What follows belongs to an exercise in optimizing a design on an open flow for small area and a short achievable clock period; a production flow would make more cautious choices. The RTL was checked by simulation tests, not by an equivalence proof against the original design. Power is estimated from default activity; no workload was simulated.

<file path="design/flow/design.v">
module lru_cache_4way #(
    parameter DEPTH       = 32,     
    parameter WAYS        = 4,      
    parameter TAG_BITS    = 31,
    parameter BLOCK_SIZE  = 8
)(
    input  logic clk,
    input  logic rst_n,
    input  logic wr_en,
    input  logic rd_en,
    input  logic [31:0] addr,               
    input  logic [BLOCK_SIZE-1:0] data_in,
    output logic [BLOCK_SIZE-1:0] data_out,
    output logic [BLOCK_SIZE-1:0] data_evicted,
    output logic                  data_evict_en
);
    localparam NUM_SETS   = DEPTH / WAYS;    
    localparam INDEX_BITS = $clog2(NUM_SETS);
    localparam WAY_BITS   = $clog2(WAYS);
    localparam STAG_BITS  = 32 - INDEX_BITS;   
    function automatic logic gt2(input logic [1:0] a, input logic [1:0] b);
        gt2 = (a[1] & ~b[1]) | ((a[1] | ~b[1]) & a[0] & ~b[0]);
    endfunction
    function automatic logic [1:0] inc2(input logic [1:0] a);
        inc2 = {a[1] ^ a[0], ~a[0]};
    endfunction
    logic [STAG_BITS-1:0]  line_tag   [NUM_SETS-1:0][WAYS-1:0];
    logic [BLOCK_SIZE-1:0] line_value [NUM_SETS-1:0][WAYS-1:0];
    logic                  line_valid [NUM_SETS-1:0][WAYS-1:0];
    logic [WAY_BITS-1:0]   line_lru   [NUM_SETS-1:0][WAYS-1:0];
    logic [INDEX_BITS-1:0] idx;
    logic [STAG_BITS-1:0]  atag;
    assign idx  = addr[INDEX_BITS-1:0];
    assign atag = addr[31:INDEX_BITS];
    logic [NUM_SETS-1:0] sdec;
    always_comb
        for (int s = 0; s < NUM_SETS; s++)
            sdec[s] = (idx == s[INDEX_BITS-1:0]);
    logic [STAG_BITS-1:0]  set_tag   [WAYS-1:0];
    logic [BLOCK_SIZE-1:0] set_value [WAYS-1:0];
    logic                  set_valid [WAYS-1:0];
    logic [WAY_BITS-1:0]   set_lru   [WAYS-1:0];
    always_comb begin
        for (int w = 0; w < WAYS; w++) begin
            set_tag[w]   = '0;
            set_value[w] = '0;
            set_valid[w] = 1'b0;
            set_lru[w]   = '0;
            for (int s = 0; s < NUM_SETS; s++) begin
                set_tag[w]   = set_tag[w]   | ({STAG_BITS{sdec[s]}}  & line_tag[s][w]);
                set_value[w] = set_value[w] | ({BLOCK_SIZE{sdec[s]}} & line_value[s][w]);
                set_valid[w] = set_valid[w] | (sdec[s] & line_valid[s][w]);
                set_lru[w]   = set_lru[w]   | ({WAY_BITS{sdec[s]}}   & line_lru[s][w]);
            end
        end
    end
    logic [WAYS-1:0] hv;
    logic hit;
    always_comb
        for (int w = 0; w < WAYS; w++)
            hv[w] = set_valid[w] && (set_tag[w] == atag);
    assign hit = |hv;
    logic [WAY_BITS-1:0] L [WAYS-1:0];
    always_comb
        for (int w = 0; w < WAYS; w++)
            L[w] = set_lru[w] ^ WAY_BITS'(w);
    logic [WAYS-1:0] lv;
    always_comb
        for (int w = 0; w < WAYS; w++) begin
            lv[w] = 1'b1;
            for (int j = 0; j < WAYS; j++) begin
                if (j < w && !gt2(L[w], L[j])) lv[w] = 1'b0;
                if (j > w && gt2(L[j], L[w])) lv[w] = 1'b0;
            end
        end
    logic [WAYS-1:0] sel;
    assign sel = hit ? hv : lv;
    logic [BLOCK_SIZE-1:0] hit_value, lru_value;
    logic                  lru_valid;
    always_comb begin
        hit_value = '0;
        lru_value = '0;
        lru_valid = 1'b0;
        for (int w = 0; w < WAYS; w++) begin
            hit_value = hit_value | ({BLOCK_SIZE{hv[w]}} & set_value[w]);
            lru_value = lru_value | ({BLOCK_SIZE{lv[w]}} & set_value[w]);
            lru_valid = lru_valid | (lv[w] & set_valid[w]);
        end
    end
    logic wr, acc, evict;
    assign wr    = wr_en;
    assign acc   = wr_en | (rd_en & hit);
    assign evict = wr_en & ~hit & lru_valid;
    always_ff @(posedge clk or negedge rst_n) begin
        if (!rst_n) begin
            data_out      <= '0;
            data_evicted  <= '0;
            data_evict_en <= 1'b0;
        end else begin
            data_out      <= (wr_en | rd_en) ? hit_value : '0;
            data_evicted  <= evict ? lru_value : '0;
            data_evict_en <= evict;
        end
    end
    always_ff @(posedge clk or negedge rst_n) begin
        if (!rst_n) begin
            for (int s = 0; s < NUM_SETS; s++)
                for (int w = 0; w < WAYS; w++) begin
                    line_valid[s][w] <= 1'b0;
                    line_lru[s][w]   <= '0;
                end
        end else begin
            for (int s = 0; s < NUM_SETS; s++)
                for (int w = 0; w < WAYS; w++)
                    if (sdec[s] && acc) begin
                        if (sel[w]) line_lru[s][w] <= WAY_BITS'(w);
                        else        line_lru[s][w] <= inc2(line_lru[s][w] ^ WAY_BITS'(w)) ^ WAY_BITS'(w);
                        if (wr && !hit && lv[w]) line_valid[s][w] <= 1'b1;
                    end
        end
    end
    always_ff @(posedge clk) begin
        for (int s = 0; s < NUM_SETS; s++)
            for (int w = 0; w < WAYS; w++)
                if (sdec[s] && wr) begin
                    if (sel[w]) line_value[s][w] <= data_in;
                    if (!hit && lv[w]) line_tag[s][w] <= atag;
                end
    end
endmodule
</file>
<file path="design/flow/run.sh">
#!/bin/bash
# synth_recipe.tcl (not shown) runs the flow's synth.tcl, then flattens the netlist and writes it again
# the make line also repeats each setting of config.mk as NAME=value (left out here)
make -C /OpenROAD-flow-scripts/flow DESIGN_CONFIG=/design/flow/config.mk WORK_HOME=/design/flow/orfs CLKGATE_MAP_FILE= SYNTH_SCRIPT=/design/flow/synth_recipe.tcl finish
</file>
<file path="design/flow/constraint.sdc">
create_clock -name core_clock -period 5.6 [get_ports {clk}]
set_input_delay 1.1200 -clock core_clock [delete_from_list [all_inputs] [get_ports {clk}]]
set_output_delay 1.1200 -clock core_clock [all_outputs]
set_load 0.01 [all_outputs]
</file>
<file path="design/flow/config.mk">
export PLATFORM = sky130hd
export DESIGN_NAME = lru_cache_4way
export DESIGN_NICKNAME = lru_cache_4way
export VERILOG_FILES = /design/flow/design.v
export SDC_FILE = /design/flow/constraint.sdc
export NUM_CORES = 4
export LEC_CHECK = 0
export ABC_CLOCK_PERIOD_IN_PS = 3000
export CAP_MARGIN = 20
export CORE_MARGIN = 2
export CORE_UTILIZATION = 60
export SETUP_SLACK_MARGIN = 1.0
export SLEW_MARGIN = 20
</file>
==> results of run 1 <==
[layout by cell type (no fill, tap or decap), types with 35 or more instances in the layout]
cell / netlist / routed
a221oi_1: 50 / 50
clkbuf_16: 0 / 139
xor2_1: 42 / 42
clkdlybuf4s50_1: 0 / 51
inv_1: 36 / 36
mux4_2: 189 / 189
nand2_1: 59 / 55
clkbuf_1: 52 / 35
nor2_4: 0 / 37
nand4_1: 38 / 38
nor2_1: 165 / 117
a22oi_1: 100 / 100
dfrtp_1: 113 / 113
buf_12: 0 / 89
mux2_2: 48 / 48
xnor2_1: 62 / 62
edfxtp_1: 1184 / 1184
buf_4: 40 / 238
mux2i_1: 185 / 183
[path summary, 6_finish.rpt]
path	startpoint	slack, ps	cells past startpoint	endpoint
worst max register to register	line_tag[8][15]	1630	12	line_tag[2][25]
min in group core_clock	line_valid[7]	480	1	line_valid[7]
worst max-delay path	addr[0]	1090	15	line_tag[2][25]
max in group asynchronous	rst_n	3820	2	data_out[7]
worst min-delay path	rst_n	460	1	line_lru[6][1]
worst min register to register	line_valid[7]	480	1	line_valid[7]
[metrics by stage]
step                      std cells  worst slack [ps]
after floorplan                2809               879
after global placement         4165              36.4
after detailed placement       4167             -4.20
after CTS                      4417               896
after global routing           4427               979
final                          4432              1090
[report_power, final]
part | internal [µW] | switching [µW] | total, µW
Combinational | 1140 | 1520 | 2650
Sequential | 11100 | 318 | 11400
Clock | 4910 | 3670 | 8580
Total | 17100 | 5500 | 22600
[registers in the layout, indices dropped and copies added (netlist names)]
name,count
data_evict_en,1
line_value,256
line_lru,64
data_out,8
line_valid,32
data_evicted,8
line_tag,928
[critical path, cell delays in order]
cell and delay (ps):
buf_16 200, buf_16 180, buf_4 130, mux4_2 510, mux2i_2 170, xor2_1 210, nand4_1 380, or4_4 650
or3_1 430, o2111ai_2 150, nor2_4 110, nand2_2 100, buf_12 170, nor2_4 140, buf_16 260
[cell type report]
class,instances,area [µm²],share of cell area
Sequential cell,1297,38400,0.625
Antenna cell,5,12.5,0.000204
Clock inverter,62,532,0.00865
Clock buffer,183,3710,0.0604
Multi-Input combinational cell,1311,12900,0.210
Tap cell,1144,1430,0.0233
Timing Repair Buffer,392,4330,0.0705
Inverter,38,144,0.00234
[logic make-up after synthesis]
| logic type | synth area share |
|---|---|
| multiplexers | 0.130 |
| buffers and inverters | 0.0207 |
| flip-flops | 0.739 |
| AO/OA/AOI/OAI | 0.0559 |
| XOR/XNOR | 0.0175 |
| adder cells (fa/ha/maj) | 0.000964 |
| AND/OR/NAND/NOR | 0.0361 |
[routing by layer]
layer | global-route usage | routed length [µm] | vias up
met1 | 0.444 | 54900 | 15100
met2 | 0.487 | 64000 | 1423
met3 | 0.0497 | 11200 | 268
met4 | 0.107 | 4800 | 2
li1 | - | - | 12200
met5 | 0 | 16 | -
[timing repair]
action	4_1_cts	5_1_grt
endpoints found under the setup margin	350	1160
resized for setup	15	21
buffers inserted	1	7
pin swaps	4	5
cloned	4	3
hold endpoints to repair	0	0
==> summary.md, run 1 <==
| Metric | Value |
|---|---|
| Root buf cell | clkbuf_16 |
| Cell taking the most area after synthesis | edfxtp_1 |
| Post-layout util | 0.720 |
| Power Total | 22,600 µW |
| Crit-path max FO | 15 |
| Final period util | 0.805 |
| GRT Total Usage | 0.309 |
| DRC | 0 |
| Peak supply drop | 325 µV |
| RSZ-0062 raised after global routing | true |
| DRT antenna net count | 1 |
| First-pass GRT wire length | 198 mm |
| Syn avg cell area | 18.5 µm² |
| Die H | 298 µm |
| Data arrival time of the critical path | 4990 ps |
| Clock tree buffer depth | 3 |
| Mapped Area | 51,900 µm² |
| Initial DRT Pass Iterations | 6 |
| Clock Sinks | 1,297 |
| Cells after synthesis | 2,809 |
| CP Launch Type | input pin |
| Worst setup path class | in -> reg |
| Slew HR | 0.207 |
| Fmax | 222 MHz |
| Fin. Hold Viols | 0 |
| Largest net degree at the start of global routing | 60 |
| Critical path required time | 6080 ps |
| Starting Density | 0.608 |
| CTS tree | done |
| Drt via density | 6.53 |
| Yosys reg bits | 1,297 |
| CORE AREA | 85,400 µm² |
| Layout check faults | antenna rules |
| Yosys warns | 10 |
| Via count | 28.9k |
| Skew-Pair Late Insertion Delay | 750 ps |
| Chip width | 298 µm |
| Run status | complete, but fails checks |
| Top-count cell post-synth | edfxtp_1 |
| HPWL Detailed | 85.5 mm |
| Synth top area share | 0.685 |
| Post-synth top cells | edfxtp_1 (1,184), mux4_2 (189), mux2i_1 (185) |
| Sequential share of the synthesized area | 0.739 |
| Top-level port count | 61 |
| Synthesis-to-layout area growth | 18.4% |
| Avg WL per Cell | 30.5 µm |
| Post-synth EDFFs | 1,184 |
| Finished Cell Area | 61,500 µm² |
| Final min period | 4510 ps |
| Count of hold-fix buffers inserted at cts | 0 |
| Min-delay worst type | in -> async |
| Net count after synthesis | 2,853 |
| Setup tns final | 0 ps |
| Ys flop type | edfxtp_1 |
| PortBufs | 60 |
| Global placement routability congestion | 0.904 |
| Post-DP Area | 56,900 µm² |
| DRT iter0 DRCs | 3,538 |
| Slew @ Worst Pin | 1190 ps |
| Asr flop ratio synth | 0.0871 |
| Filler cell count in the final layout | 5,370 |
| Gr ovfl total | 0 |
| Final Max Tran Viols | 0 |
| DIE AREA | 88,900 µm² |
| Site Rows | 107 |
| Final WL | 135 mm |
| Max-cap violations | 0 |
| Layout Skew | 31.0 ps |
| Total CTS buffers | 136 |
| CP Capture Type | flop |
| Share of layout cells above drive strength 1 | 0.258 |
| Htree depth | 4 |
| Synth top area cells | edfxtp_1 (68%), mux4_2 (8.2%), dfrtp_1 (5.4%), mux2i_1 (3.6%), a22oi_1 (1.4%) |
| Initial antenna violation count | 3 |
| Vias in the first global route | 29.2k |
| Leak Pwr | 0.0208 µW |
| Final nets | 3,220 |
| CTS clk-pin slew, worst paths | 50 ps |
| Distinct cells, synth | 67 |
| # setup viols final | 0 |
| PwrDens | 368 nW/µm² |
| WHS | 456 ps |
==> run 2: changes to the inputs <==
--- a/design/flow/design.v
+++ b/design/flow/design.v
@@ -27,7 +27,12 @@
     logic [STAG_BITS-1:0]  line_tag   [NUM_SETS-1:0][WAYS-1:0];
     logic [BLOCK_SIZE-1:0] line_value [NUM_SETS-1:0][WAYS-1:0];
     logic                  line_valid [NUM_SETS-1:0][WAYS-1:0];
-    logic [WAY_BITS-1:0]   line_lru   [NUM_SETS-1:0][WAYS-1:0];
+    logic [WAY_BITS-1:0]   line_lru   [NUM_SETS-1:0][WAYS-1:0];   
+    logic                  pend;        
+    logic [INDEX_BITS-1:0] pend_set;
+    logic [WAYS-1:0]       pend_way;    
+    logic [STAG_BITS-1:0]  pend_tag;    
+    logic [BLOCK_SIZE-1:0] pend_value;
     logic [INDEX_BITS-1:0] idx;
     logic [STAG_BITS-1:0]  atag;
     assign idx  = addr[INDEX_BITS-1:0];
@@ -54,12 +59,24 @@
             end
         end
     end
-    logic [WAYS-1:0] hv;
+    logic            pend_hit_set;
+    logic [WAYS-1:0] byp;
+    assign pend_hit_set = pend & (pend_set == idx);
+    assign byp = {WAYS{pend_hit_set}} & pend_way;
+    logic            pend_eq;
+    logic [WAYS-1:0] line_eq, hv;
     logic hit;
+    assign pend_eq = (pend_tag == atag);
+    always_comb
+        for (int w = 0; w < WAYS; w++) begin
+            line_eq[w] = (set_tag[w] == atag);
+            hv[w] = set_valid[w] && (byp[w] ? pend_eq : line_eq[w]);
+        end
+    assign hit = |hv;
+    logic [BLOCK_SIZE-1:0] eff_value [WAYS-1:0];
     always_comb
         for (int w = 0; w < WAYS; w++)
-            hv[w] = set_valid[w] && (set_tag[w] == atag);
-    assign hit = |hv;
+            eff_value[w] = byp[w] ? pend_value : set_value[w];
     logic [WAY_BITS-1:0] L [WAYS-1:0];
     always_comb
         for (int w = 0; w < WAYS; w++)
@@ -70,7 +87,7 @@
             lv[w] = 1'b1;
             for (int j = 0; j < WAYS; j++) begin
                 if (j < w && !gt2(L[w], L[j])) lv[w] = 1'b0;
-                if (j > w && gt2(L[j], L[w])) lv[w] = 1'b0;
+                if (j > w &&  gt2(L[j], L[w])) lv[w] = 1'b0;
             end
         end
     logic [WAYS-1:0] sel;
@@ -82,13 +99,12 @@
         lru_value = '0;
         lru_valid = 1'b0;
         for (int w = 0; w < WAYS; w++) begin
-            hit_value = hit_value | ({BLOCK_SIZE{hv[w]}} & set_value[w]);
-            lru_value = lru_value | ({BLOCK_SIZE{lv[w]}} & set_value[w]);
+            hit_value = hit_value | ({BLOCK_SIZE{hv[w]}} & eff_value[w]);
+            lru_value = lru_value | ({BLOCK_SIZE{lv[w]}} & eff_value[w]);
             lru_valid = lru_valid | (lv[w] & set_valid[w]);
         end
     end
-    logic wr, acc, evict;
-    assign wr    = wr_en;
+    logic acc, evict;
     assign acc   = wr_en | (rd_en & hit);
     assign evict = wr_en & ~hit & lru_valid;
     always_ff @(posedge clk or negedge rst_n) begin
@@ -109,22 +125,28 @@
                     line_valid[s][w] <= 1'b0;
                     line_lru[s][w]   <= '0;
                 end
+            pend <= 1'b0;
         end else begin
             for (int s = 0; s < NUM_SETS; s++)
                 for (int w = 0; w < WAYS; w++)
                     if (sdec[s] && acc) begin
                         if (sel[w]) line_lru[s][w] <= WAY_BITS'(w);
                         else        line_lru[s][w] <= inc2(line_lru[s][w] ^ WAY_BITS'(w)) ^ WAY_BITS'(w);
-                        if (wr && !hit && lv[w]) line_valid[s][w] <= 1'b1;
+                        if (wr_en && !hit && lv[w]) line_valid[s][w] <= 1'b1;
                     end
+            pend <= wr_en;
         end
     end
     always_ff @(posedge clk) begin
+        pend_set   <= idx;
+        pend_way   <= sel;
+        pend_tag   <= atag;
+        pend_value <= data_in;
         for (int s = 0; s < NUM_SETS; s++)
             for (int w = 0; w < WAYS; w++)
-                if (sdec[s] && wr) begin
-                    if (sel[w]) line_value[s][w] <= data_in;
-                    if (!hit && lv[w]) line_tag[s][w] <= atag;
+                if (pend && pend_set == s[INDEX_BITS-1:0] && pend_way[w]) begin
+                    line_value[s][w] <= pend_value;
+                    line_tag[s][w]   <= pend_tag;
                 end
     end
 endmodule
==> design/flow/config.mk (replaced) <==
export PLATFORM = sky130hd
export DESIGN_NAME = lru_cache_4way
export DESIGN_NICKNAME = lru_cache_4way
export VERILOG_FILES = /design/flow/design.v
export SDC_FILE = /design/flow/constraint.sdc
export NUM_CORES = 4
export LEC_CHECK = 0
export CAP_MARGIN = 20
export CORE_MARGIN = 2
export CORE_UTILIZATION = 60
export SLEW_MARGIN = 20
==> summary.md, run 2 <==
| Metric | Value |
|---|---|
| Run status | timing/DRC/antenna clean |
| Filler cell count in the final layout | 5,805 (+8.1%) |
| PortBufs | 60 (unchanged) |
| Clock Sinks | 1,342 (+3.5%) |
| Final min period | 5450 ps (+938 ps) |
| DRC | 0 (unchanged) |
| Die H | 304 µm (+1.9%) |
| Yosys warns | 11 (+1) |
| Avg WL per Cell | 34.5 µm (+13%) |
| Total CTS buffers | 138 (+1.5%) |
| Multi-input gate area | 13,400 µm² (+3.9%) |
| Root buf cell | clkbuf_16 |
| R2r endpoint | line_lru[20][1] |
| Cells after synthesis | 3,006 (+7.0%) |
| Max reg flops | 928 (unchanged) |
| Worst hold endpoint | line_valid[10] |
| Worst stage delay on the critical path | 960 ps (+310 ps) |
| Htree depth | 4 (unchanged) |
| Layout Skew | 21.4 ps (-9.58 ps) |
| Largest Register | line_tag |
| Data arrival time of the critical path | 6080 ps (+1090 ps) |
| RSZ-0062 raised after global routing | false |
| Worst path cell trace | buf_8, buf_4, mux4_2, mux2i_1, xnor2_1, nor4_1, buf_4, nand4_1, nor4_2, a2111oi_4, buf_12, a21oi_4, buf_4, nand4b_1, o21a_1 |
| Syn avg cell area | 18.0 µm² (-2.9%) |
| Largest net degree at the start of global routing | 67 (+12%) |
| Regs by FF count | line_tag x928, line_value x256, line_lru x64 |
| R2r setup slk | 1140 ps (-490 ps) |
| First-pass GRT wire length | 221 mm (+12%) |
| Gr ovfl total | 0 (unchanged) |
| Skew-Pair Late Insertion Delay | 760 ps (about the same) |
| Synth top area share | 0.659 (-0.0260) |
| Top-count cell post-synth | edfxtp_1 |
| Final nets | 3,257 (+1.1%) |
| Fmax | 184 MHz (-17%) |
| Routing usage on met3 | 0.0565 (+0.00675) |
| Critical path required time | 6230 ps (+150 ps) |
| CP max stage cell | nor4_1 |
| Cell taking the most area after synthesis | edfxtp_1 |
| Mapped Area | 54,000 µm² (+3.9%) |
| Synthesis-to-layout area growth | 13.7% |
| Worst setup path class | in -> reg |
| Cell depth of the worst setup path | 15 (unchanged) |
| Crit path top cell by count | buf_4 |
| Most common cell after layout, fill and taps aside | edfxtp_1 |
| Met1 GRT Util | 0.474 (+0.0299) |
| Net count after synthesis | 3,050 (+6.9%) |
| Most frequent cells in the layout | edfxtp_1 (1,184), mux2i_1 (197), buf_4 (185), mux4_2 (170), clkbuf_16 (147) |
| Dpl ws | -470 ps (-466 ps) |
| Min-delay worst type | reg -> reg |
| GRT Total Usage | 0.340 (+0.0312) |
| Final period util | 0.973 (+0.168) |
| Count of hold-fix buffers inserted at cts | 0 (unchanged) |
| Synth top area cells | edfxtp_1 (66%), mux4_2 (7.1%), dfrtp_1 (5.3%), mux2i_1 (3.7%), dfxtp_1 (1.6%) |
| Final Max Tran Viols | 0 (unchanged) |
| DRT antenna net count | 0 (-1) |
| Top-level port count | 61 (unchanged) |
| Flip-flop and latch area | 39,300 µm² (+2.4%) |
| Post-layout util | 0.685 (-0.0347) |
| Via count | 30.5k (+5.4%) |
| Drt via density | 6.77 (+3.8%) |
| Final WL | 155 mm (+15%) |
| Worst Min Path Start | line_valid[10] |
| Share of layout cells above drive strength 1 | 0.222 (-0.0364) |
| Post-route setup slack | 153 ps (-938 ps) |
| Site Rows | 110 (+2.8%) |
| Vias in the first global route | 30.2k (+3.3%) |
| Worst Hold Depth | 1 |
| CORE AREA | 89,600 µm² (+4.9%) |
| R2r startpoint | line_tag[3][22] |
| Yosys reg bits | 1,342 (+3.5%) |
| Met2 usage | 0.548 (+0.0607) |
| Initial antenna violation count | 1 (-2) |
| Slew @ Worst Pin | 1150 ps (-41.9 ps) |
| CP delay by family, top | simple AND/OR/NAND/NOR gates |
| CP Launch Type | input pin |
| CP Capture Type | flop |
| Starting Density | 0.602 (-0.00551) |
| Max-cap violations | 0 (unchanged) |
| CTS clk-pin slew, worst paths | 60 ps (about the same) |
| Clock tree buffer depth | 3 (unchanged) |
| Ys flop type | edfxtp_1 |
| Crit-path max FO | 35 (+20) |
| Worst path bufs/invs | 5 (unchanged) |
| Post-synth EDFFs | 1,184 (unchanged) |
| Distinct cells, synth | 80 (+19%) |
| Fin. Hold Viols | 0 (unchanged) |
| Postcts setup bufs | 0 (-1) |
| Post-CTS sizing | 0 (-15) |
| Initial DRT Pass Iterations | 12 (+6) |
| Gr busiest metal | met2 |
| Leak Pwr | 0.0208 µW (+0.44%) |
| Sequential share of the synthesized area | 0.728 (-0.0113) |
| Global placement routability congestion | 0.898 (-0.70%) |
| Worst r2r path cells | 13 (+1) |
| Peak supply drop | 326 µV (+0.28%) |
| HPWL Detailed | 92.4 mm (+8.0%) |
| Slew HR | 0.234 (+0.0269) |
| DIE AREA | 92,400 µm² (+3.9%) |
| Post-synth top cells | edfxtp_1 (1,184), mux2i_1 (197), mux4_2 (170) |
| Chip width | 304 µm (+1.9%) |
| # setup viols final | 0 (unchanged) |
| PwrDens | 382 nW/µm² (+3.7%) |
| Ant diodes | 0 (-5) |
| Asr flop ratio synth | 0.0849 (-0.00218) |
| CTS tree | done |
| DRT iter0 DRCs | 3,882 (+9.7%) |
==> run 2: cell types whose count changed after synthesis, sizes merged, moves of 25 or more <==
cell and delta:
nor2 -76, a21oi +56, a22oi -52, dfxtp +44, o21ai +42, a31o +32, o21bai -32, o211ai -30
and2 +25, xnor2 +25
==> run 2: logic make-up after synthesis <==
kind of cell             synth area share
buffers and inverters              0.0249
AO/OA/AOI/OAI                      0.0728
multiplexers                        0.117
AND/OR/NAND/NOR                    0.0351
flip-flops                          0.728
adder cells (fa/ha/maj)          0.000927
XOR/XNOR                           0.0211
==> run 2: cell type report <==
type                    instances  area share
clock buffers                 200      0.0653
clock inverters                53     0.00938
inverters                      49     0.00308
multi-input cells            1417       0.219
flip-flops and latches       1342       0.640
well taps                    1176      0.0240
repair buffers                265      0.0392
==> run 2: layer usage <==
metal	vias to the layer above	wire (µm)
li1	12500	-
met5	-	0
met1	16000	60900
met4	0	5680
met3	314	13200
met2	1618	75600
==> run 2: where the power goes <==
| part | internal [µW] | switching [µW] | total, µW | leakage, µW |
|---|---|---|---|---|
| combinational | 942 | 1440 | 2380 | 0.00616 |
| sequential | 11400 | 373 | 11800 | 0.0124 |
| clock | 5490 | 3800 | 9280 | 0.00225 |
| total | 17800 | 5610 | 23400 | 0.0208 |
==> run 2: worst max-delay path by stage <==
stage | from | to | slack (ps)
after floorplan | addr[0] | line_lru[24][1] | 1470
after global placement | addr[0] | line_lru[20][1] | -470
after detailed placement | addr[0] | line_lru[20][1] | -470
after CTS | addr[0] | line_lru[20][1] | 310
after global routing | addr[0] | line_lru[20][1] | 100
final | addr[0] | line_lru[20][1] | 150
==> run 2: metrics by stage <==
| stage | hold slack [ps] | area [µm²] | power (µW) | setup TNS (ps) | instances |
|---|---|---|---|---|---|
| finish | 467 | 61400 | 23400 | 0 | 4502 |
| global route | 474 | 61400 | 24100 | 0 | 4502 |
| CTS | 462 | 61300 | 23500 | 0 | 4501 |
| detailed placement | 449 | 56800 | 14300 | -40190 | 4248 |
| global placement | 444 | 56800 | 14200 | -39860 | 4248 |
| floorplan | 433 | 54000 | 13300 | 0 | 3006 |
==> run 3: changes to the inputs <==
--- a/design/flow/config.mk
+++ b/design/flow/config.mk
@@ -8,4 +8,5 @@
 export CAP_MARGIN = 20
 export CORE_MARGIN = 2
 export CORE_UTILIZATION = 60
+export SETUP_SLACK_MARGIN = 1.2
 export SLEW_MARGIN = 20
==> summary.md, run 3 <==
| Metric | Value |
|---|---|
| Run status | timing/DRC/antenna clean |
| Proportion of synthesized area in mux cells | 0.117 (unchanged) |
| Leak Pwr | 0.0210 µW (+0.93%) |
| Post-route setup slack | 1200 ps (+1050 ps) |
| Global placement routability congestion | 0.898 (unchanged) |
| Synth top area cells | edfxtp_1 (66%), mux4_2 (7.1%), dfrtp_1 (5.3%), mux2i_1 (3.7%), dfxtp_1 (1.6%) |
| Peak supply drop | 324 µV (-0.64%) |
| Syn avg cell area | 18.0 µm² (unchanged) |
| Top-count cell post-synth | edfxtp_1 |
| Dpl ws | -470 ps (unchanged) |
| R2r endpoint | line_lru[16][0] |
| Min-delay worst type | reg -> reg |
| Avg WL per Cell | 34.9 µm (+1.0%) |
| Chip width | 304 µm (unchanged) |
| GRT Total Usage | 0.340 (about the same) |
| Asr flop ratio synth | 0.0849 (unchanged) |
| Largest family of logic cells by synthesized area | multiplexers |
| Slew HR | 0.260 (+0.0266) |
| PortBufs | 60 (unchanged) |
| Critical path required time | 6240 ps (about the same) |
| Ys flop type | edfxtp_1 |
| Worst hold endpoint | line_valid[10] |
| CORE AREA | 89,600 µm² (unchanged) |
| Yosys warns | 11 (unchanged) |
| Final min period | 4400 ps (-1050 ps) |
| DRC | 0 (unchanged) |
| Worst r2r path cells | 12 (-1) |
| Max-cap violations | 0 (unchanged) |
| Max reg flops | 928 (unchanged) |
| Clock Sinks | 1,342 (unchanged) |
| Power Total | 23,500 µW (+0.29%) |
| Sequential share of the synthesized area | 0.728 (unchanged) |
| Distinct cells, synth | 80 (unchanged) |
| Net count after synthesis | 3,050 (unchanged) |
| Count of hold-fix buffers inserted at cts | 0 (unchanged) |
| Drt via density | 6.79 (+0.35%) |
| Root buf cell | clkbuf_16 |
| CP max stage cell | clkdlybuf4s50_1 |
| Data arrival time of the critical path | 5040 ps (-1040 ps) |
| Regs by FF count | line_tag x928, line_value x256, line_lru x64 |
| DRT antenna net count | 0 (unchanged) |
| Fmax | 227 MHz (+24%) |
| Initial antenna violation count | 1 (unchanged) |
| Htree depth | 4 (unchanged) |
| CTS tree | done |
| DIE AREA | 92,400 µm² (unchanged) |
| CTS clk-pin slew, worst paths | 60 ps (about the same) |
| Top-level port count | 61 (unchanged) |
| Cells after synthesis | 3,006 (unchanged) |
| Synth top area share | 0.659 (unchanged) |
| Layout Skew | 21.4 ps (+0.0228 ps) |
| Post-synth EDFFs | 1,184 (unchanged) |
| Cell taking the most area after synthesis | edfxtp_1 |
| Final period util | 0.786 (-0.187) |
| Worst stage delay on the critical path | 690 ps (-270 ps) |
| Site Rows | 110 (unchanged) |
| Slew @ Worst Pin | 1110 ps (-39.9 ps) |
| Skew-Pair Late Insertion Delay | 760 ps (about the same) |
| Yosys reg bits | 1,342 (unchanged) |
| Share of layout cells above drive strength 1 | 0.231 (+0.00902) |
| Worst path cell trace | clkdlybuf4s50_1, xnor2_1, nand4_1, nor4_1, nand4_1, nor3b_1, a41oi_2, nor2b_1, buf_4, a21oi_4, buf_4, nand3_1, o21a_1 |
| CP delay by family, top | simple AND/OR/NAND/NOR gates |
| Synth Area in Adders | 0.000927 (unchanged) |
| Vias in the first global route | 30.2k (+0.22%) |
| Worst path bufs/invs | 3 (-2) |
| # setup viols final | 0 (unchanged) |
| Initial DRT Pass Iterations | 6 (-6) |
| Most common cell after layout, fill and taps aside | edfxtp_1 |
| PwrDens | 380 nW/µm² (-0.45%) |
| Starting Density | 0.602 (unchanged) |
| Post-layout util | 0.690 (+0.00504) |
| Via count | 30.7k (+0.66%) |
| DRT iter0 DRCs | 4,104 (+5.7%) |
| First-pass GRT wire length | 221 mm (about the same) |
| R2r setup slk | 1360 ps (+220 ps) |
| Xor and xnor area share after synthesis | 0.0211 (unchanged) |
| CP Capture Type | flop |
| Worst Hold Depth | 1 (unchanged) |
| Fin. Hold Viols | 0 (unchanged) |
| Simple-gate area share of the yosys netlist | 0.0351 (unchanged) |
| HPWL Detailed | 92.4 mm (unchanged) |
| Gr ovfl total | 0 (unchanged) |
| Final nets | 3,270 (+0.40%) |
| RSZ-0062 raised after global routing | false |
| Most frequent cells in the layout | edfxtp_1 (1,184), mux2i_1 (196), buf_4 (187), mux4_2 (170), clkbuf_16 (151) |
| Final Max Tran Viols | 0 (unchanged) |
| Post-synth top cells | edfxtp_1 (1,184), mux2i_1 (197), mux4_2 (170) |
| Crit-path max FO | 10 (-71%) |
| Clock tree buffer depth | 3 (unchanged) |
| Setup crit start | addr[5] |
| Final WL | 157 mm (+1.4%) |
| Die H | 304 µm (unchanged) |
| Largest Register | line_tag |
| Worst Min Path Start | line_valid[10] |
| Largest net degree at the start of global routing | 67 (unchanged) |
| R2r startpoint | pend_tag[19] |
| Mapped Area | 54,000 µm² (unchanged) |
| Complex-gate fraction of the synthesized area | 0.0728 (unchanged) |
| Worst setup path class | in -> reg |
| CP Launch Type | input pin |
| Synthesis-to-layout area growth | 14.5% |
| Total CTS buffers | 138 (unchanged) |
run 3: metrics by stage:
step | cells | hold WS (ps) | area [µm²] | setup TNS, ps
floorplan | 3006 | 433 | 54000 | 0
global placement | 4248 | 444 | 56800 | -39860
detailed placement | 4248 | 449 | 56800 | -40190
CTS | 4503 | 462 | 61500 | 0
global route | 4515 | 474 | 61800 | 0
finish | 4516 | 466 | 61800 | 0
run 3: worst max path at each step:
stage | end | slack [ps] | cells past startpoint
2_1_floorplan | line_lru[24][1] | 1470 | 15
3_3_place_gp | line_lru[20][1] | -470 | 15
3_5_place_dp | line_lru[20][1] | -470 | 15
4_1_cts | line_lru[20][1] | 1200 | 17
5_1_grt | line_lru[16][0] | 1210 | 16
6_report | line_lru[16][0] | 1200 | 13
run 3: cell families after synthesis:
kind of cell / count (synthesis)
xor gates and xnor gates: 130
DFF: 1342
AOI/OAI and AO/OA: 515
muxes: 414
adders and majority gates: 5
and+or+nand+nor: 353
buffers and inverters: 247
run 3: layer usage:
metal,share of wire,track usage,routed length [µm],up-vias
li1,-,-,-,12600
met1,0.38,0.471,60200,16100
met2,0.49,0.546,76400,1744
met3,0.094,0.0616,14800,332
met4,0.038,0.129,5970,0
met5,0,0,0,-
run 3: report_power, final:
group / total (µW) / internal (µW) / switching (µW)
clock network: 9290 / 5490 / 3810
registers: 11800 / 11400 / 373
logic: 2440 / 969 / 1470
run 3: area by class of cell:
type,instances,area (µm²)
Antenna cell,1,2.50
Clock buffer,200,4010
Clock inverter,53,576
Fill cell,5746,27800
Inverter,49,189
Multi-Input combinational cell,1418,13600
Sequential cell,1342,39300
Tap cell,1176,1470
Timing Repair Buffer,277,2670
run 3: repair_timing:
item / CTS / global route
setup buffers: 2 / 6
pin swaps: 2 / 14
hold endpoints to repair: 0 / 0
gates resized for setup: 19 / 29
setup endpoints to repair: 117 / 105
gates cloned: 0 / 5
==> run 4: changes to the inputs <==
--- a/design/flow/config.mk
+++ b/design/flow/config.mk
@@ -8,5 +8,5 @@
 export CAP_MARGIN = 20
 export CORE_MARGIN = 2
 export CORE_UTILIZATION = 60
-export SETUP_SLACK_MARGIN = 1.2
+export SETUP_SLACK_MARGIN = 2.0
 export SLEW_MARGIN = 20
==> summary.md, run 4 <==
| Metric | Value |
|---|---|
| Layout Skew | 28.4 ps (+6.99 ps) |
| Dpl ws | -112 ps (+358 ps) |
| Final period util | 0.738 (-0.0483) |
| Initial antenna violation count | 3 (+2) |
| CP Launch Type | input pin |
| Flip-flop and latch area | 39,300 µm² (about the same) |
| First-pass GRT wire length | 229 mm (+3.3%) |
| Distinct cells, synth | 80 (unchanged) |
| Post-DP Area | 57,200 µm² (+0.83%) |
| CORE AREA | 89,600 µm² (unchanged) |
| Starting Density | 0.602 (unchanged) |
| Initial DRT Pass Iterations | 7 (+1) |
| Ant diodes | 0 (-1) |
| Worst path cell trace | buf_16, buf_16, mux2_4, a221o_1, a221oi_2, buf_4, a211oi_2, buf_4, nand4_1, nor4_4, a2111oi_4, buf_6, buf_6, a31oi_4, buf_12, buf_12, o2bb2ai_4, a41oi_2 |
| Vias in the first global route | 31.0k (+2.6%) |
| Final Max Tran Viols | 0 (unchanged) |
| Synth top area cells | edfxtp_1 (66%), mux4_2 (7.1%), dfrtp_1 (5.3%), mux2i_1 (3.7%), dfxtp_1 (1.6%) |
| Skew-Pair Late Insertion Delay | 750 ps (about the same) |
| Min-delay worst type | reg -> reg |
| DRC | 0 (unchanged) |
| Largest net degree at the start of global routing | 75 (+12%) |
| # setup viols final | 0 (unchanged) |
| Global placement routability congestion | 0.897 (-0.11%) |
| CP max stage cell | a2111oi_4 |
| Fin. Hold Viols | 0 (unchanged) |
| CP Capture Type | flop |
| Cell taking the most area after synthesis | edfxtp_1 |
| Finished Cell Area | 65,500 µm² (+5.9%) |
| RSZ-0062 raised after global routing | true |
| Syn avg cell area | 18.0 µm² (unchanged) |
| Most frequent cells in the layout | edfxtp_1 (1,184), buf_4 (259), mux2i_1 (177), mux4_2 (170), clkbuf_16 (161) |
| Total CTS buffers | 138 (unchanged) |
| Slew HR | 0.226 (-0.0340) |
| Avg WL per Cell | 35.5 µm (+1.8%) |
| Die H | 304 µm (unchanged) |
| Asr flop ratio synth | 0.0849 (unchanged) |
| Drt via density | 6.86 (+0.93%) |
| HPWL Detailed | 92.8 mm (+0.43%) |
| Regs by FF count | line_tag x928, line_value x256, line_lru x64 |
| Post-synth EDFFs | 1,184 (unchanged) |
| CTS tree | done |
| Crit-path max FO | 7 (-3) |
| Max reg flops | 928 (unchanged) |
| Share of layout cells above drive strength 1 | 0.314 (+0.0837) |
| Multi-input gate area | 15,100 µm² (+11%) |
| DRT antenna net count | 0 (unchanged) |
| Final min period | 4130 ps (-270 ps) |
| Filler cell count in the final layout | 5,384 (-6.3%) |
| Setup tns final | 0 ps (unchanged) |
| Worst stage delay on the critical path | 580 ps (-110 ps) |
| Ys flop type | edfxtp_1 |
| Via count | 32.1k (+4.5%) |
| Worst setup path class | in -> reg |
| Post-route setup slack | 1470 ps (+270 ps) |
| Count of hold-fix buffers inserted at cts | 0 (unchanged) |
| Top-count cell post-synth | edfxtp_1 |
| Max-cap violations | 0 (unchanged) |
| M1 WL | 61.4 mm (+2.0%) |
| Fmax | 242 MHz (+6.5%) |
| PortBufs | 60 (unchanged) |
| Yosys warns | 11 (unchanged) |
| Net count after synthesis | 3,050 (unchanged) |
| PwrDens | 370 nW/µm² (-2.7%) |
| Clock Sinks | 1,342 (unchanged) |
| Post-synth top cells | edfxtp_1 (1,184), mux2i_1 (197), mux4_2 (170) |
| Run status | timing/DRC/antenna clean |
| Most common cell after layout, fill and taps aside | edfxtp_1 |
| Largest Register | line_tag |
| Root buf cell | clkbuf_16 |
| Mapped Area | 54,000 µm² (unchanged) |
| Final nets | 3,435 (+5.0%) |
| Top-level port count | 61 (unchanged) |
| WHS | 477 ps (+11.5 ps) |
| Peak supply drop | 318 µV (-1.7%) |
| Synth top area share | 0.659 (unchanged) |
| Leak Pwr | 0.0226 µW (+7.3%) |
| Detail Route met2 WL | 79.1 mm (+3.5%) |
| Cells after synthesis | 3,006 (unchanged) |
| DRT iter0 DRCs | 4,439 (+8.2%) |
| Top sig layer | met5 |
| Chip width | 304 µm (unchanged) |
| Yosys reg bits | 1,342 (unchanged) |
| Gr ovfl total | 0 (unchanged) |
| Clock tree buffer depth | 3 (unchanged) |
| GRT Total Usage | 0.352 (+0.0116) |
| Slew @ Worst Pin | 1160 ps (+52.6 ps) |
| Htree depth | 4 (unchanged) |
| DR WL met3 | 17.3 mm (+16%) |
| Sequential share of the synthesized area | 0.728 (unchanged) |
| Critical path required time | 6260 ps (+20 ps) |
| CTS clk-pin slew, worst paths | 60 ps (about the same) |
| Synthesis-to-layout area growth | 21.3% |
| Site Rows | 110 (unchanged) |
| DIE AREA | 92,400 µm² (unchanged) |
| Data arrival time of the critical path | 4790 ps (-250 ps) |
| Final WL | 166 mm (+5.4%) |
## run 4: cell counts after synthesis
No cell type changed its count.
## run 4: critical path, delay by kind of cell
family          cells  cell delay [ps]
simple gates        2              260
compound gates      7             1670
mux                 1              320
buf+inv             8             1390
## run 4: path summary, 6_finish.rpt
| path | startpoint | end | slack, ps | depth (start not counted) |
|---|---|---|---|---|
| setup / recovery | addr[2] | line_lru[25][1] | 1470 | 18 |
| hold / removal | line_valid[22] | line_valid[22] | 480 | 1 |
| setup reg to reg | pend_tag[23] | line_lru[25][1] | 1780 | 17 |
| hold reg to reg | line_valid[22] | line_valid[22] | 480 | 1 |
| max in group asynchronous | rst_n | data_out[5] | 3900 | 2 |
| min in group asynchronous | rst_n | line_lru[31][0] | 540 | 1 |
## run 4: cell families (layout without fill, tap and decap cells)
kind of cell / after synthesis / after routing / share of synthesized area
DFF: 1342 / 1342 / 0.728
muxes: 414 / 414 / 0.117
buffers and inverters: 247 / 735 / 0.0249
and+or+nand+nor: 353 / 354 / 0.0351
AOI/OAI and AO/OA: 515 / 520 / 0.0728
xor gates and xnor gates: 130 / 130 / 0.0211
adders and majority gates: 5 / 5 / 0.000927
## run 4: metal layers
layer  up-vias  GRT usage
met5         -          0
met4         2      0.145
met3       431     0.0584
met2      2091      0.564
met1     16600      0.487
li1      12900          -
## run 4: area by class of cell
type                    count  area share
multi-input cells        1423       0.231
repair buffers            437      0.0739
clock inverters            65     0.00975
clock buffers             184      0.0594
flip-flops and latches   1342       0.600
inverters                  49     0.00310
well taps                1176      0.0225
## run 4: where the power goes
| part | switching [µW] | internal [µW] | total (µW) |
|---|---|---|---|
| logic | 1860 | 1390 | 3250 |
| registers | 391 | 11400 | 11800 |
| clock network | 3790 | 5390 | 9180 |
## run 4: what timing repair did
item | 4_1_cts | 5_1_grt
setup endpoints to repair | 117 | 117
cloned | 16 | 15
pin swaps | 34 | 94
gates resized for setup | 181 | 202
setup buffers | 67 | 49
## run 4: per-stage QoR
stage / power [µW] / std cells / util
2_1_floorplan: 13400 / 3006 / -
3_3_place_gp: 14300 / 4280 / 0.639
3_5_place_dp: 14400 / 4280 / 0.639
4_1_cts: 23700 / 4612 / 0.710
5_1_grt: 24800 / 4676 / 0.731
6_report: 24200 / 4676 / 0.731
==> run 5: changes to the inputs <==
--- a/design/flow/config.mk
+++ b/design/flow/config.mk
@@ -8,5 +8,7 @@
 export CAP_MARGIN = 20
 export CORE_MARGIN = 2
 export CORE_UTILIZATION = 60
+export CTS_CLUSTER_DIAMETER = 100
+export CTS_CLUSTER_SIZE = 30
 export SETUP_SLACK_MARGIN = 2.0
 export SLEW_MARGIN = 20
==> summary.md, run 5 <==
| Metric | Value |
|---|---|
| Gr ovfl total | 0 (unchanged) |
| # setup viols final | 0 (unchanged) |
| Clock Sinks | 1,342 (unchanged) |
| M1 WL | 60.8 mm (-0.98%) |
| Yosys reg bits | 1,342 (unchanged) |
| Worst path bufs/invs | 6 (-2) |
| Total CTS buffers | 51 (-63%) |
| Setup tns final | 0 ps (unchanged) |
| Global placement routability congestion | 0.897 (unchanged) |
| PortBufs | 60 (unchanged) |
| DR WL met3 | 14.8 mm (-15%) |
| CP delay by family, top | buffers and inverters |
| Sequential share of the synthesized area | 0.728 (unchanged) |
| Max-cap violations | 0 (unchanged) |
| Regs by FF count | line_tag x928, line_value x256, line_lru x64 |
| Worst setup path class | in -> reg |
| Die H | 304 µm (unchanged) |
| Slew HR | 0.219 (-0.00722) |
| Share of layout cells above drive strength 1 | 0.286 (-0.0285) |
| Critical path required time | 6180 ps (-80 ps) |
| RSZ-0062 raised after global routing | true |
| Layout Skew | 42.5 ps (+14.0 ps) |
| Most frequent cells in the layout | edfxtp_1 (1,184), buf_4 (231), mux2i_1 (175), mux4_2 (170), dfrtp_1 (114) |
| Initial antenna violation count | 3 (unchanged) |
| Synth top area cells | edfxtp_1 (66%), mux4_2 (7.1%), dfrtp_1 (5.3%), mux2i_1 (3.7%), dfxtp_1 (1.6%) |
| Min-delay worst type | reg -> reg |
| PwrDens | 315 nW/µm² (-15%) |
| CTS tree | done |
| Root buf cell | clkbuf_16 |
| Syn avg cell area | 18.0 µm² (unchanged) |
| Post-route setup slack | 1490 ps (+20.1 ps) |
| Largest Register | line_tag |
| Starting Density | 0.602 (unchanged) |
| Fmax | 243 MHz (+0.49%) |
| Worst stage delay on the critical path | 530 ps (-50 ps) |
| Mapped Area | 54,000 µm² (unchanged) |
| GRT Total Usage | 0.344 (-0.00751) |
| DRT iter0 DRCs | 4,207 (-5.2%) |
| Avg WL per Cell | 35.9 µm (+1.3%) |
| DIE AREA | 92,400 µm² (unchanged) |
| CP Launch Type | input pin |
| DRT antenna net count | 0 (unchanged) |
| Clock tree buffer depth | 3 (unchanged) |
| Fin. Hold Viols | 0 (unchanged) |
| Top sig layer | met5 |
| Final Max Tran Viols | 0 (unchanged) |
| HPWL Detailed | 92.8 mm (unchanged) |
| Filler cell count in the final layout | 5,772 (+7.2%) |
| Crit path top cell by count | buf_12 |
| CTS clk-pin slew, worst paths | 110 ps (+50 ps) |
| Cell taking the most area after synthesis | edfxtp_1 |
| Chip width | 304 µm (unchanged) |
| Worst path cell trace | clkdlybuf4s50_1, xor2_2, nor4_1, nand4_1, buf_6, nor3_1, or3_4, a2111oi_4, buf_6, buf_12, a31oi_4, buf_12, buf_12, o2bb2ai_2, a41oi_2 |
| Top-level port count | 61 (unchanged) |
| Initial DRT Pass Iterations | 6 (-1) |
| Synthesis-to-layout area growth | 15.0% |
| CORE AREA | 89,600 µm² (unchanged) |
| Post-synth top cells | edfxtp_1 (1,184), mux2i_1 (197), mux4_2 (170) |
| Final nets | 3,325 (-3.2%) |
| WHS | 476 ps (-1.45 ps) |
| Dpl ws | -112 ps (unchanged) |
| Drt via density | 6.90 (+0.69%) |
| Peak supply drop | 285 µV (-10%) |
| Ys flop type | edfxtp_1 |
| Vias in the first global route | 30.2k (-2.7%) |
| Asr flop ratio synth | 0.0849 (unchanged) |
| Final period util | 0.734 (-0.00360) |
| Via count | 31.0k (-3.3%) |
| Data arrival time of the critical path | 4690 ps (-100 ps) |
| Final WL | 162 mm (-2.6%) |
| First-pass GRT wire length | 224 mm (-1.8%) |
| Crit-path max FO | 7 (unchanged) |
| Cells after synthesis | 3,006 (unchanged) |
| Post-layout util | 0.693 (-0.0381) |
| Run status | timing/DRC/antenna clean |
| Site Rows | 110 (unchanged) |
| Yosys warns | 11 (unchanged) |
| Post-synth EDFFs | 1,184 (unchanged) |
| Largest net degree at the start of global routing | 75 (unchanged) |
| Top-count cell post-synth | edfxtp_1 |
| Synth top area share | 0.659 (unchanged) |
| Count of hold-fix buffers inserted at cts | 0 (unchanged) |
| Detail Route met2 WL | 78.7 mm (-0.45%) |
| Flip-flop and latch area | 39,300 µm² (about the same) |
| Leak Pwr | 0.0209 µW (-7.3%) |
| Max reg flops | 928 (unchanged) |
| Final min period | 4110 ps (-20.1 ps) |
| DRC | 0 (unchanged) |
| Most common cell after layout, fill and taps aside | edfxtp_1 |
| Net count after synthesis | 3,050 (unchanged) |
| Skew-Pair Late Insertion Delay | 700 ps (-50 ps) |
| Distinct cells, synth | 80 (unchanged) |
| Slew @ Worst Pin | 1170 ps (+9.23 ps) |
| Multi-input gate area | 15,000 µm² (-0.84%) |
| Ant diodes | 0 (unchanged) |
| Htree depth | 2 (-2) |
| CP max stage cell | clkdlybuf4s50_1 |
| CP Capture Type | flop |
run 5: path summary, 6_finish.rpt:
| kind | slack (ps) | depth (start not counted) | from | end |
|---|---|---|---|---|
| setup / recovery | 1490 | 15 | addr[16] | line_lru[25][1] |
| hold / removal | 480 | 1 | line_valid[10] | line_valid[10] |
| setup reg to reg | 1600 | 14 | pend_tag[5] | line_lru[25][1] |
| max in group asynchronous | 3890 | 2 | rst_n | line_valid[19] |
| hold reg to reg | 480 | 1 | line_valid[10] | line_valid[10] |
| min in group asynchronous | 580 | 1 | rst_n | line_lru[29][1] |
run 5: report_power, final:
| group | switching, µW | internal, µW | leakage, µW | total (µW) |
|---|---|---|---|---|
| clock network | 2970 | 1760 | 0.000693 | 4720 |
| registers | 370 | 11400 | 0.0124 | 11700 |
| logic | 1810 | 1300 | 0.00779 | 3120 |
| total | 5150 | 14400 | 0.0209 | 19600 |
run 5: repair_timing:
action                                  CTS  global route
gates cloned                             16            11
pin swaps                                71            67
hold endpoints to repair                  0             0
resized for setup                       223           161
setup buffers                            64            33
endpoints found under the setup margin  117           117
run 5: final cells by class:
class / instances / area share
flip-flops and latches: 1342 / 0.633
inverters: 49 / 0.00333
clock buffers: 83 / 0.0225
well taps: 1176 / 0.0237
clock inverters: 6 / 0.000887
multi-input cells: 1422 / 0.242
repair buffers: 415 / 0.0745
run 5: cell families (layout without fill, tap and decap cells):
| logic type | count (synthesis) | after routing | share of synthesized area |
|---|---|---|---|
| adder cells (fa/ha/maj) | 5 | 5 | 0.000927 |
| flip-flops | 1342 | 1342 | 0.728 |
| XOR/XNOR | 130 | 130 | 0.0211 |
| AND/OR/NAND/NOR | 353 | 354 | 0.0351 |
| AO/OA/AOI/OAI | 515 | 519 | 0.0728 |
| buffers and inverters | 247 | 553 | 0.0249 |
| multiplexers | 414 | 414 | 0.117 |
run 5: stage by stage:
step                power (µW)  area [µm²]  instances
floorplan                13400       54400       3006
global placement         14300       57200       4280
detailed placement       14400       57200       4280
CTS                      19200       60800       4449
global route             20100       62100       4493
finish                   19600       62100       4493
run 5: worst register-to-register path, delay by kind of cell, from the launching register on:
| kind | cells | cell delay (ps) |
|---|---|---|
| DFF | 1 | 1120 |
| and+or+nand+nor | 4 | 770 |
| AOI/OAI and AO/OA | 4 | 910 |
| buffers and inverters | 5 | 880 |
| xor gates and xnor gates | 1 | 220 |
run 5: metal layers:
layer  GRT usage  vias to the layer above
met3      0.0491                      349
met5           0                        -
met4       0.128                        4
met2       0.562                     1820
li1            -                    12600
met1       0.478                    16300
==> run 6: changes to the inputs <==
--- a/design/flow/design.v
+++ b/design/flow/design.v
@@ -29,6 +29,8 @@
     logic                  line_valid [NUM_SETS-1:0][WAYS-1:0];
     logic [WAY_BITS-1:0]   line_lru   [NUM_SETS-1:0][WAYS-1:0];   
     logic                  pend;        
+    logic                  pend_miss;   
+    logic                  pend_acc;    
     logic [INDEX_BITS-1:0] pend_set;
     logic [WAYS-1:0]       pend_way;    
     logic [STAG_BITS-1:0]  pend_tag;    
@@ -63,6 +65,18 @@
     logic [WAYS-1:0] byp;
     assign pend_hit_set = pend & (pend_set == idx);
     assign byp = {WAYS{pend_hit_set}} & pend_way;
+    logic                lk_valid [WAYS-1:0];
+    logic [WAY_BITS-1:0] lk_lru   [WAYS-1:0];
+    logic                lru_byp;
+    assign lru_byp = pend_acc & (pend_set == idx);
+    always_comb
+        for (int w = 0; w < WAYS; w++) begin
+            lk_valid[w] = set_valid[w] | (byp[w] & pend_miss);
+            if (lru_byp)
+                lk_lru[w] = pend_way[w] ? WAY_BITS'(w) : inc2(set_lru[w] ^ WAY_BITS'(w)) ^ WAY_BITS'(w);
+            else
+                lk_lru[w] = set_lru[w];
+        end
     logic            pend_eq;
     logic [WAYS-1:0] line_eq, hv;
     logic hit;
@@ -70,7 +84,7 @@
     always_comb
         for (int w = 0; w < WAYS; w++) begin
             line_eq[w] = (set_tag[w] == atag);
-            hv[w] = set_valid[w] && (byp[w] ? pend_eq : line_eq[w]);
+            hv[w] = lk_valid[w] && (byp[w] ? pend_eq : line_eq[w]);
         end
     assign hit = |hv;
     logic [BLOCK_SIZE-1:0] eff_value [WAYS-1:0];
@@ -80,7 +94,7 @@
     logic [WAY_BITS-1:0] L [WAYS-1:0];
     always_comb
         for (int w = 0; w < WAYS; w++)
-            L[w] = set_lru[w] ^ WAY_BITS'(w);
+            L[w] = lk_lru[w] ^ WAY_BITS'(w);
     logic [WAYS-1:0] lv;
     always_comb
         for (int w = 0; w < WAYS; w++) begin
@@ -101,7 +115,7 @@
         for (int w = 0; w < WAYS; w++) begin
             hit_value = hit_value | ({BLOCK_SIZE{hv[w]}} & eff_value[w]);
             lru_value = lru_value | ({BLOCK_SIZE{lv[w]}} & eff_value[w]);
-            lru_valid = lru_valid | (lv[w] & set_valid[w]);
+            lru_valid = lru_valid | (lv[w] & lk_valid[w]);
         end
     end
     logic acc, evict;
@@ -125,16 +139,22 @@
                     line_valid[s][w] <= 1'b0;
                     line_lru[s][w]   <= '0;
                 end
-            pend <= 1'b0;
+            pend      <= 1'b0;
+            pend_miss <= 1'b0;
+            pend_acc  <= 1'b0;
         end else begin
             for (int s = 0; s < NUM_SETS; s++)
                 for (int w = 0; w < WAYS; w++)
-                    if (sdec[s] && acc) begin
-                        if (sel[w]) line_lru[s][w] <= WAY_BITS'(w);
-                        else        line_lru[s][w] <= inc2(line_lru[s][w] ^ WAY_BITS'(w)) ^ WAY_BITS'(w);
-                        if (wr_en && !hit && lv[w]) line_valid[s][w] <= 1'b1;
+                    if (pend_set == s[INDEX_BITS-1:0]) begin
+                        if (pend_acc) begin
+                            if (pend_way[w]) line_lru[s][w] <= WAY_BITS'(w);
+                            else             line_lru[s][w] <= inc2(line_lru[s][w] ^ WAY_BITS'(w)) ^ WAY_BITS'(w);
+                        end
+                        if (pend_miss && pend_way[w]) line_valid[s][w] <= 1'b1;
                     end
-            pend <= wr_en;
+            pend      <= wr_en;
+            pend_miss <= wr_en & ~hit;
+            pend_acc  <= acc;
         end
     end
     always_ff @(posedge clk) begin
--- a/design/flow/config.mk
+++ b/design/flow/config.mk
@@ -8,7 +8,7 @@
 export CAP_MARGIN = 20
 export CORE_MARGIN = 2
 export CORE_UTILIZATION = 60
-export CTS_CLUSTER_DIAMETER = 100
-export CTS_CLUSTER_SIZE = 30
+export CTS_CLUSTER_DIAMETER = 80
+export CTS_CLUSTER_SIZE = 25
 export SETUP_SLACK_MARGIN = 2.0
 export SLEW_MARGIN = 20
==> summary.md, run 6 <==
| Metric | Value |
|---|---|
| Gate power share | 0.132 (-0.027) |
| CTS tree | done |
| Synthesis-to-layout area growth | 10.6% |
| Filler cell count in the final layout | 6,082 (+5.4%) |
| Fmax | 268 MHz (+10%) |
| Synth top area share | 0.656 (-0.00227) |
| RSZ-0062 raised after global routing | true |
| Run status | timing/DRC/antenna clean |
| DRT iter0 DRCs | 4,089 (-2.8%) |
| Top-count cell post-synth | edfxtp_1 |
| CTS clk-pin slew, worst paths | 100 ps (about the same) |
| Layout Skew | 26.1 ps (-16.4 ps) |
| Sequential power share | 0.595 (-0.004) |
| Data arrival time of the critical path | 4350 ps (-340 ps) |
| # setup viols final | 0 (unchanged) |
| Yosys warns | 13 (+2) |
| Final period util | 0.665 (-0.0686) |
| CP Capture Type | flop |
| Mapped Area | 54,200 µm² (+0.35%) |
| PwrDens | 328 nW/µm² (+4.1%) |
| Syn avg cell area | 17.9 µm² (-0.19%) |
| Most common cell after layout, fill and taps aside | edfxtp_1 |
| Clock tree buffer depth | 3 (unchanged) |
| Worst path cell trace | clkbuf_16, mux2_2, a221oi_1, o221a_2, mux2_2, or2_2, maj3_1, a211oi_2, a2111oi_4, buf_4, a211oi_2 |
| PortBufs | 60 (unchanged) |
| Yosys reg bits | 1,344 (+0.15%) |
| R2r setup slk | 2110 ps (+510 ps) |
| Global placement routability congestion | 0.901 (+0.46%) |
| DIE AREA | 92,700 µm² (+0.34%) |
| Distinct cells, synth | 100 (+25%) |
| CP Launch Type | input pin |
| NetSw | 4980 µW (-3.3%) |
| Clk pwr share | 0.273 (+0.032) |
| Site Rows | 110 (unchanged) |
| Synth top area cells | edfxtp_1 (66%), mux4_2 (7.1%), dfrtp_1 (5.4%), mux2i_1 (3.6%), dfxtp_1 (1.6%) |
| Final WL | 157 mm (-2.9%) |
| Regs by FF count | line_tag x928, line_value x256, line_lru x64 |
| Min-delay worst type | reg -> reg |
| Net count after synthesis | 3,066 (+0.52%) |
| Starting Density | 0.604 (+0.00115) |
| Ys flop type | edfxtp_1 |
| Slew HR | 0.231 (+0.0125) |
| Worst stage delay on the critical path | 400 ps (-130 ps) |
| Cell taking the most area after synthesis | edfxtp_1 |
| Post-synth EDFFs | 1,184 (unchanged) |
| Share of layout cells above drive strength 1 | 0.206 (-0.0794) |
| Drt via density | 6.88 (-0.42%) |
| Asr flop ratio synth | 0.0863 (+0.00136) |
| CORE AREA | 89,700 µm² (+0.15%) |
| Fin. Hold Viols | 0 (unchanged) |
| Largest net degree at the start of global routing | 66 (-12%) |
| Sequential share of the synthesized area | 0.726 (-0.00158) |
| Max-cap violations | 0 (unchanged) |
| Post-layout util | 0.668 (-0.0250) |
| Largest Register | line_tag |
| Initial antenna violation count | 2 (-1) |
| Crit-path max FO | 28 (+21) |
| Gr ovfl total | 0 (unchanged) |
| R2r endpoint | data_out[3] |
| Setup tns final | 0 ps (unchanged) |
| Worst setup path class | in -> reg |
| Root buf cell | clkbuf_16 |
| DRC | 0 (unchanged) |
| Worst r2r path cells | 10 (-4) |
| Leak Pwr | 0.0201 µW (-3.9%) |
| Critical path required time | 6220 ps (+40 ps) |
| Total CTS buffers | 61 (+20%) |
| R2r startpoint | pend_tag[25] |
| Cells after synthesis | 3,022 (+0.53%) |
| Internal Power | 14,700 µW (+1.8%) |
| Final Max Tran Viols | 0 (unchanged) |
| Die H | 304 µm (+0.17%) |
| Initial DRT Pass Iterations | 5 (-1) |
| Top-level port count | 61 (unchanged) |
| Max reg flops | 928 (unchanged) |
| Via count | 30.2k (-2.5%) |
| Clock Sinks | 1,344 (+0.15%) |
| Net Sw Frac | 0.253 (-0.00994) |
| Chip width | 304 µm (+0.17%) |
| CP max stage cell | mux2_2 |
| Slew @ Worst Pin | 1150 ps (-17.2 ps) |
| GRT Total Usage | 0.336 (-0.00793) |
| Final nets | 3,214 (-3.3%) |
| CP Capture Point | data_evicted[2] |
| Most frequent cells in the layout | edfxtp_1 (1,184), mux2i_1 (188), mux4_2 (171), buf_4 (158), dfrtp_1 (115) |
| Avg WL per Cell | 35.7 µm (-0.79%) |
| Peak supply drop | 280 µV (-1.7%) |
| Vias in the first global route | 29.4k (-2.5%) |
| HPWL Detailed | 91.3 mm (-1.7%) |
| Final min period | 3730 ps (-384 ps) |
| Setup crit start | addr[2] |
| Post-synth top cells | edfxtp_1 (1,184), mux2i_1 (197), mux4_2 (171) |
| Htree depth | 2 (unchanged) |
| DRT antenna net count | 0 (unchanged) |
| Skew-Pair Late Insertion Delay | 730 ps (+30 ps) |
| First-pass GRT wire length | 219 mm (-2.2%) |
-- run 6: cell types whose count changed in the layout (fill, tap and decap cells not counted), moves of 28 or more --
cell     change
and3_2      +28
nand2_1     +29
nor3_1      +36
buf_4       -73
buf_6       -38
inv_1       -39
and2_2      -32
-- run 6: cell type report --
class                           instances  area [µm²]  area share
Antenna cell                            1        2.50   0.0000418
Tap cell                             1176        1470      0.0246
Timing Repair Buffer                  267        2950      0.0492
Clock buffer                          105        1730      0.0289
Multi-Input combinational cell       1486       14200       0.237
Sequential cell                      1344       39300       0.657
Inverter                               10        58.8    0.000982
Clock inverter                         10         154     0.00257
-- run 6: per-layer routing --
| layer | vias to the layer above | GRT usage | share of wire |
|---|---|---|---|
| li1 | 12500 | - | - |
| met3 | 269 | 0.0505 | 0.090 |
| met1 | 15900 | 0.474 | 0.39 |
| met5 | - | 0 | 0.000070 |
| met2 | 1571 | 0.548 | 0.49 |
| met4 | 2 | 0.106 | 0.035 |
-- run 6: worst min path at each step --
| stage | from | to | depth (start not counted) | slack, ps |
|---|---|---|---|---|
| final | line_valid[25] | line_valid[25] | 1 | 480 |
| after global routing | line_valid[25] | line_valid[25] | 1 | 490 |
| after CTS | line_valid[25] | line_valid[25] | 1 | 480 |
| after detailed placement | line_valid[25] | line_valid[25] | 1 | 460 |
| after global placement | line_valid[20] | line_valid[20] | 1 | 450 |
| after floorplan | line_valid[22] | line_valid[22] | 1 | 440 |
-- run 6: kinds of logic (layout without fill, tap and decap cells) --
logic type / after synthesis / in the layout / share of synthesized area
flops: 1344 / 1344 / 0.726
compound gates: 498 / 498 / 0.0706
simple gates: 426 / 428 / 0.0415
mux: 419 / 419 / 0.118
buf+inv: 194 / 392 / 0.0203
xor+xnor: 140 / 140 / 0.0226
fa+ha+maj: 1 / 1 / 0.000185
other cells: 0 / 1 / 0
-- run 6: repair_timing --
| item | 4_1_cts | 5_1_grt |
|---|---|---|
| setup endpoints to repair | 23 | 23 |
| endpoints found under the hold margin | 0 | 0 |
| cloned | 11 | 8 |
| pin swaps | 12 | 19 |
| hold buffers | 0 | 0 |
| resized for setup | 65 | 50 |
| setup buffers | 10 | 36 |
-- run 6: worst max-delay path: cells and delay by family --
family	cells	cell delay, ps
AOI/OAI and AO/OA	5	1240
muxes	2	770
buffers and inverters	2	480
adders and majority gates	1	400
and+or+nand+nor	1	310
-- run 6: stage by stage --
| stage | setup slack [ps] | total power, µW | hold WS (ps) | cells | instance area, µm² |
|---|---|---|---|---|---|
| final | 1870 | 19700 | 478 | 4399 | 59900 |
| after global routing | 1830 | 20200 | 487 | 4398 | 59900 |
| after global placement | 335 | 14300 | 451 | 4217 | 56500 |
| after detailed placement | 352 | 14300 | 457 | 4217 | 56500 |
| after CTS | 2000 | 19600 | 479 | 4353 | 59200 |
| after floorplan | 1700 | 13400 | 437 | 3022 | 54300 |
-- run 6: power groups by stage --
stage	logic, µW	clock network [µW]	registers, µW
6_report	2590	5370	11700
5_1_grt	2730	5720	11800
4_1_cts	2490	5400	11700
3_5_place_dp	2400	0	11900
3_3_place_gp	2360	0	11900
2_1_floorplan	1570	0	11800
==> run 7: changes to the inputs <==
--- a/design/flow/config.mk
+++ b/design/flow/config.mk
@@ -10,5 +10,5 @@
 export CORE_UTILIZATION = 60
 export CTS_CLUSTER_DIAMETER = 80
 export CTS_CLUSTER_SIZE = 25
-export SETUP_SLACK_MARGIN = 2.0
+export SETUP_SLACK_MARGIN = 3.0
 export SLEW_MARGIN = 20
==> summary.md, run 7 <==
| Metric | Value |
|---|---|
| Run status | timing/DRC/antenna clean |
| Ys flop type | edfxtp_1 |
| Post-synth EDFFs | 1,184 (unchanged) |
| DRT antenna net count | 0 (unchanged) |
| Fmax | 282 MHz (+5.3%) |
| CP Launch Type | input pin |
| Avg WL per Cell | 37.0 µm (+3.7%) |
| Filler cell count in the final layout | 5,952 (-2.1%) |
| Most common cell after layout, fill and taps aside | edfxtp_1 |
| Final WL | 165 mm (+5.0%) |
| Initial antenna violation count | 5 (+3) |
| Dpl ws | 347 ps (-4.92 ps) |
| Post-synth top cells | edfxtp_1 (1,184), mux2i_1 (197), mux4_2 (171) |
| Regs by FF count | line_tag x928, line_value x256, line_lru x64 |
| Global placement routability congestion | 0.874 (-3.0%) |
| Initial DRT Pass Iterations | 6 (+1) |
| Count of hold-fix buffers inserted at cts | 0 (unchanged) |
| RSZ-0062 raised after global routing | true |
| Mapped Area | 54,200 µm² (unchanged) |
| Syn avg cell area | 17.9 µm² (unchanged) |
| Synth top area share | 0.656 (unchanged) |
| Yosys warns | 13 (unchanged) |
| HPWL Detailed | 93.2 mm (+2.1%) |
| CTS clk-pin slew, worst paths | 110 ps (about the same) |
| Final Max Tran Viols | 0 (unchanged) |
| Final min period | 3540 ps (-186 ps) |
| Ant diodes | 0 (-1) |
| Largest net degree at the start of global routing | 61 (-7.6%) |
| Distinct cells, synth | 100 (unchanged) |
| Peak supply drop | 307 µV (+9.6%) |
| Top-level port count | 61 (unchanged) |
| CTS tree | done |
| Synth top area cells | edfxtp_1 (66%), mux4_2 (7.1%), dfrtp_1 (5.4%), mux2i_1 (3.6%), dfxtp_1 (1.6%) |
| Layout Skew | 24.6 ps (-1.51 ps) |
| PortBufs | 60 (unchanged) |
| R2r setup slk | 2250 ps (+140 ps) |
| Root buf cell | clkbuf_16 |
| Post-layout util | 0.680 (+0.0122) |
| Min-delay worst type | in -> async |
| Site Rows | 110 (unchanged) |
| Vias in the first global route | 30.3k (+3.1%) |
| # setup viols final | 0 (unchanged) |
| R2r startpoint | pend |
| PwrDens | 326 nW/µm² (-0.69%) |
| Cell taking the most area after synthesis | edfxtp_1 |
| CP Capture Type | flop |
| Worst r2r path cells | 10 (unchanged) |
| Data arrival time of the critical path | 4190 ps (-160 ps) |
| Asr flop ratio synth | 0.0863 (unchanged) |
==> run 7: cell count changes in the layout (fill, tap and decap cells not counted), sizes merged <==
cell / change
clkinv: -1
dlymetal6s2s: -1
dlygate4sd2: +24
clkdlybuf4s50: -24
clkbuf: -5
clkdlybuf4s15: +1
diode: -1
and3: +6
buf: +60
bufinv: -2
==> run 7: report_power, final <==
group / total [µW] / internal, µW / switching [µW]
registers: 11700 / 11300 / 357
clock network: 5280 / 2180 / 3100
logic: 2910 / 1200 / 1710
==> run 7: cell families after synthesis <==
family | count (synthesis) | synth area share
fa+ha+maj | 1 | 0.000185
flops | 1344 | 0.726
compound gates | 498 | 0.0706
simple gates | 426 | 0.0415
mux | 419 | 0.118
xor+xnor | 140 | 0.0226
buf+inv | 194 | 0.0203
==> run 7: stage by stage <==
stage	hold slack (ps)	instance area (µm²)	cells
after floorplan	437	54300	3022
after global placement	450	56600	4232
after detailed placement	453	56600	4232
after CTS	479	60500	4428
after global routing	497	61000	4456
final	462	61000	4456
==> run 7: area by class of cell <==
class / instances / area [µm²] / area share
sequential: 1344 / 39400 / 0.645
multi-input combinational: 1492 / 14800 / 0.243
timing repair buffer: 321 / 3450 / 0.0566
clock buffer: 106 / 1730 / 0.0284
tap: 1176 / 1470 / 0.0241
clock inverter: 7 / 98.8 / 0.00162
inverter: 10 / 53.8 / 0.000882
==> run 7: worst max path at each step <==
stage,start,to,depth (start not counted)
final,addr[0],data_out[7],13
after global routing,addr[0],data_out[5],14
after CTS,addr[0],pend_way[2],13
after detailed placement,addr[0],data_out[1],12
after global placement,addr[0],pend_miss,11
after floorplan,addr[1],data_evicted[2],10
==> run 7: what timing repair did <==
action / CTS / global route
gates resized for setup: 248 / 56
pin swaps: 55 / 20
endpoints found under the setup margin: 656 / 390
hold endpoints to repair: 0 / 0
cloned: 23 / 2
setup buffers: 60 / 25
==> run 7: layer usage <==
layer	routed length (µm)	track usage	vias to the layer above
li1	-	-	12600
met2	79600	0.570	1937
met1	61700	0.493	16400
met3	16000	0.0572	347
met5	26	0	-
met4	7430	0.136	4
==> run 7: worst max-delay path: stages <==
cell and delay, ps:
buf_16 150, buf_12 140, buf_16 150, buf_12 130, mux4_2 540, mux2i_4 200
xnor2_2 90, nor2_2 180, nand4_1 300, nor4_4 420, a41o_1 440, a2bb2oi_1 140
a21oi_2 150

Setup slack of run 7, layout unchanged: 2.060 ns with ideal ports, 1.757 ns with driving cells assumed (clock clkbuf_16, inputs buf_2), 0.971 ns with port delays also shifted by the 0.787 ns mid clock arrival.
